Source: an optimization exercise on an open RTL-to-GDS flow (aim: small area). Production flows keep margins and buffers that such runs may drop. Only simulation tests tie the RTL to the original design; equivalence was not proved. The clock port is modelled as an ideal driver, which makes a skipped or thinned clock tree look cheaper than it is; a real chip needs a root buffer or a tree. Power figures rest on the tool's default switching activity, not on a simulated workload.

## job 8860
==> flow/design.v <==
module Square_wave
(
 output wire [13:0]DA_Data,
 output wire DA_Clock,
 input wire Sys_Clock,
 input wire nReset
);
reg ja, jb, jc;
always @(posedge Sys_Clock or negedge nReset)
  if (!nReset) begin
    ja <= 1'b0; jb <= 1'b0; jc <= 1'b1;
  end else begin
    ja <= jc; jb <= ja; jc <= ~jb;
  end
assign DA_Clock = jc;
reg [5:0] n;
reg [4:0] h;
reg [5:0] p;
reg       pf;       
reg [6:0] lvb;      
wire pz  = ~(p[4] | p[2] | p[1] | p[0]);
wire ce  = ~pf;                    
wire fb  = p[5] ^ p[0] ^ (pz & (~p[3] | ce));
wire c6  = (p == 6'd22);           
wire b   = c6 & ~(|h);             
wire ovf = b & (&n);               
wire [5:0] nn = n + {5'd0, b};
wire ld  = b & (ce | (&n));        
wire bend = ce & n[5] & n[2] & n[0] & ~h[2] & ~h[1] & h[3] & h[0] & ~p[5] & p[2] & p[1];
always @(posedge Sys_Clock or negedge nReset)
  if (!nReset) begin
    n <= 6'd0; h <= 5'd1; p <= 6'd22; pf <= 1'b0; lvb <= 7'h7f;
  end else begin
    p <= {p[4:0], fb} & ~{3'd0, bend, 2'd0} | {5'd0, bend};
    h <= (ld ? nn[5:1] : h - {4'd0, c6}) | {bend, 1'b0, bend, bend, 1'b0};
    n <= nn & ~{bend, 2'd0, bend, 1'b0, bend};
    if (bend) pf <= 1'b1;
    else if (ovf) pf <= 1'b0;
    if (ce & b & n[0]) lvb <= lvb - 7'd1;
  end
wire off = ~ce | n[0];             
assign DA_Data = {6'd0, ~(lvb | {7{off}}), 1'b0};
endmodule
Settings: LEC_CHECK=0, CAP_MARGIN=0, CORE_AREA=2.3 2.72 58.2 57.8, DIE_AREA=0 0 60.5 60.5, SLEW_MARGIN=0; clock period 9.25 ns.
standard.sh (not shown) runs the stock make flow with config.mk's settings and CLKGATE_MAP_FILE= SYNTH_SCRIPT=/design/flow/synth_recipe.tcl, a recipe that flattens the netlist after the stock synthesis.
==> flow/flow/run.sh <==
#!/bin/bash
# ORFS's standard layout (standard.sh), with these changes to how it is made:
#  - synthesis maps the logic with area-oriented ABC scripts (flow/abc_*.script) in place of
#    ORFS's delay-oriented one, and without Yosys's full-adder extraction; each script is
#    tried in a side folder (try_*/, log try_*.log) and the one with the smallest cell area
#    (port buffers left out) is used for the layout; flip-flops are mapped as in ORFS;
#  - port buffers: sky130_fd_sc_hd__buf_1 on the outputs, buf_1 on the input;
#  - clock tree: a single buf_12 drives all the registers (flow/cts_single.tcl);
#  - one tie cell for all the constant outputs;
set -euo pipefail
W=$(pwd)
export ADDER_MAP_FILE=
export SKIP_REPAIR_TIE_FANOUT=1
export FLOW_CLK_PORT=Sys_Clock

make_scripts() {  # make_scripts DIR ABC_SCRIPT
  rm -rf "$1"
  cp -r "$FLOW_HOME/scripts" "$1"
  cp "$2" "$1/abc_speed.script"
  cp "$2" "$1/abc_area.script"
  python3 - "$1" "$W/flow/cts_single.tcl" <<'PY'
import sys
d, cts = sys.argv[1], sys.argv[2]
def patch(name, old, new):
    f = d + "/" + name
    s = open(f).read()
    assert old in s, (name, old)
    open(f, "w").write(s.replace(old, new))
patch("global_place.tcl", "buffer_ports {*}[env_var_or_empty BUFFER_PORTS_ARGS]",
      "buffer_ports -inputs -buffer_cell sky130_fd_sc_hd__buf_1\n    buffer_ports -outputs -buffer_cell sky130_fd_sc_hd__buf_1")
patch("cts.tcl", "log_cmd clock_tree_synthesis {*}$cts_args", "source " + cts)
PY
}

# try each ABC script on synthesis alone
best=""
best_area=""
for s in "$W"/flow/abc_*.script; do
  name=$(basename "$s" .script)
  make_scripts "$W/scripts_$name" "$s"
  sed -e "s|WORK_HOME=$W/orfs |WORK_HOME=$W/try_$name |" standard.sh > "$W/try_$name.sh"
  grep -q "WORK_HOME=$W/try_$name " "$W/try_$name.sh"
  if SCRIPTS_DIR="$W/scripts_$name" bash "$W/try_$name.sh" synth > "$W/try_$name.log" 2>&1; then
    stat="$W/try_$name/reports/$FLOW_PLATFORM/Square_wave/base/synth_stat.txt"
    area=$(awk '/sky130_fd_sc_hd__/ { if ($3 !~ /__buf_/) s += $2 } END { printf "%.4f\n", s }' "$stat")
    echo "$name $area" | tee -a "$W/abc_choice.log"
    if [[ -z "$best" ]] || awk -v a="$area" -v b="$best_area" 'BEGIN { exit !(a < b) }'; then
      best=$name
      best_area=$area
    fi
  fi
done
echo "chosen: $best" | tee -a "$W/abc_choice.log"
export SCRIPTS_DIR="$W/scripts_$best"
bash standard.sh > "$W/standard.log" 2>&1
==> flow/flow/cts_single.tcl <==
# Clock tree for a small design: one buf_12 at the centroid of the clock sinks drives
# every register's clock pin, so all registers get the same clock arrival.
set block [ord::get_db_block]
set clk_net [get_nets $::env(FLOW_CLK_PORT)]
set xs 0
set ys 0
set k 0
foreach pin [get_pins -of_objects $clk_net] {
  set inst [[sta::sta_to_db_pin $pin] getInst]
  set bb [$inst getBBox]
  set xs [expr {$xs + ([$bb xMin] + [$bb xMax]) / 2}]
  set ys [expr {$ys + ([$bb yMin] + [$bb yMax]) / 2}]
  incr k
}
set dbu [$block getDbUnitsPerMicron]
set x [expr {double($xs) / $k / $dbu}]
set y [expr {double($ys) / $k / $dbu}]
puts "clock sinks: $k, root buffer at ($x, $y)"
set newbuf [insert_buffer -buffer_cell sky130_fd_sc_hd__buf_12 -net $::env(FLOW_CLK_PORT) \
  -location [list $x $y] -buffer_name clkbuf_0_root -net_name clknet_0_root]
puts "inserted $newbuf"
set root [sta::sta_to_db_inst $newbuf]
puts "root buffer [$root getName]"
foreach it [$root getITerms] {
  set net [$it getNet]
  if { $net != "NULL" } {
    puts "clock net [$net getName]"
    $net setSigType CLOCK
  }
}
set_propagated_clock [all_clocks]
Other scripts of this flow, unchanged in this note and not shown: flow/flow/abc_a7.script, flow/flow/abc_b3.script, flow/flow/abc_b8.script, flow/flow/abc_c4.script
#### Input delta (job 2046 over job 8860)
-- flow/flow/run.sh --
<<< job 8860, line 6
#    (port buffers left out) is used for the layout; flip-flops are mapped as in ORFS;
#  - port buffers: sky130_fd_sc_hd__buf_1 on the outputs, buf_1 on the input;
#  - clock tree: a single buf_12 drives all the registers (flow/cts_single.tcl);
#  - one tie cell for all the constant outputs;
set -euo pipefail
>>> job 2046, line 6
#    (port buffers left out) is used for the layout; flip-flops are mapped as in ORFS;
#  - port buffers: sky130_fd_sc_hd__buf_1 on the outputs, buf_2 on the input;
#  - clock tree: a single clkbuf_16 drives all the registers (flow/cts_single.tcl);
#  - one tie cell for all the constant outputs.
# Each tool's output is in orfs/logs/ (ORFS's own per-step logs) and standard.log.
set -euo pipefail
<<< job 8860, line 29
patch("global_place.tcl", "buffer_ports {*}[env_var_or_empty BUFFER_PORTS_ARGS]",
      "buffer_ports -inputs -buffer_cell sky130_fd_sc_hd__buf_1\n    buffer_ports -outputs -buffer_cell sky130_fd_sc_hd__buf_1")
patch("cts.tcl", "log_cmd clock_tree_synthesis {*}$cts_args", "source " + cts)
>>> job 2046, line 30
patch("global_place.tcl", "buffer_ports {*}[env_var_or_empty BUFFER_PORTS_ARGS]",
      "buffer_ports -inputs -buffer_cell sky130_fd_sc_hd__buf_2\n    buffer_ports -outputs -buffer_cell sky130_fd_sc_hd__buf_1")
patch("cts.tcl", "log_cmd clock_tree_synthesis {*}$cts_args", "source " + cts)
### Flow results
Switching power share of the total was lower in job 2046 than in job 8860. Of the two candidates, job 8860 has the worse worst path setup slack after routing and job 2046 the better one. Compared with job 8860, in job 2046 maximum clock rate now sits higher; final instance area now sits lower; share of the clock period used by the worst path now sits lower. Going from job 8860 to job 2046, instance area at placement shrank slightly. Compared with job 8860, job 2046 shows a lower number of global-route vias before repair. Looking at global routing usage on met2, job 2046 sits 1.6 points below job 8860. Job 2046 vs job 8860: share of total power in combinational logic down. The run showing the smaller post-layout minimum cycle time is job 2046. Job 8860 and job 2046 ended up with nearly the same worst-case hold slack.
#### Input delta (job 6412 over job 2046)
- CORE_UTILIZATION: unset -> 40
- CORE_AREA: 2.3 2.72 58.2 57.8 -> unset
- DIE_AREA: 0 0 60.5 60.5 -> unset
- CORE_MARGIN: unset -> 2
-- flow/flow/cts_single.tcl --
<<< job 2046, line 1
# Clock tree for a small design: one buf_12 at the centroid of the clock sinks drives
# every register's clock pin, so all registers get the same clock arrival.
>>> job 6412, line 1
# Clock tree for a small design: one clkbuf_16 at the centroid of the clock sinks drives
# every register's clock pin, so all registers get the same clock arrival.
### Flow results
- Job 2046 -> job 6412: design area decreased slightly
- Compared with job 2046, in job 6412 global-route wire length before repair went up 160 um, final hold slack went up 0.0083 ns, setup slack went down 0.0087 ns, die outline area went down about 7%, power held.
- Between job 2046 and job 6412, the cell count went down.
In every run of this note, the design's own scripts or RTL, not TritonCTS, make the clock network.

## what the ideal ports hide
The results above use ideal ports. As a check the final layouts listed here were re-extracted and re-timed, cells and wires unchanged. Step 1 sets driving cells, clkbuf_16 on the clock port and buf_2 on the other inputs (assumed; they add their load-dependent delay and slew). Step 2 adds t to the input delays and takes it off the output delays; t is the mean of the earliest and latest rising clock arrival at the registers after step 1. Input paths then give back, and output paths get back, about the clock's delay inside the block. Slacks: ideal ports / drivers / drivers and shift; pairs: ideal ports / drivers.
| run | t (ns) | setup slack, ns | worst hold slack (ns) | worst setup path after step 2 |
|---|---|---|---|---|
| job 8860 | 0.167 | 5.562 / 5.561 / 5.561 | 0.368 / 0.368 / 0.368 | register to register |
| job 2046 | 0.164 | 5.616 / 5.616 / 5.616 | 0.365 / 0.365 / 0.365 | register to register |
| job 6412 | 0.167 | 5.607 / 5.607 / 5.607 | 0.373 / 0.373 / 0.373 | register to register |
After both steps setup and hold are still met in every run listed. For job 8860, which loses most, drivers alone change the setup slack by -0.001 ns; drivers and shift together by -0.001 ns.
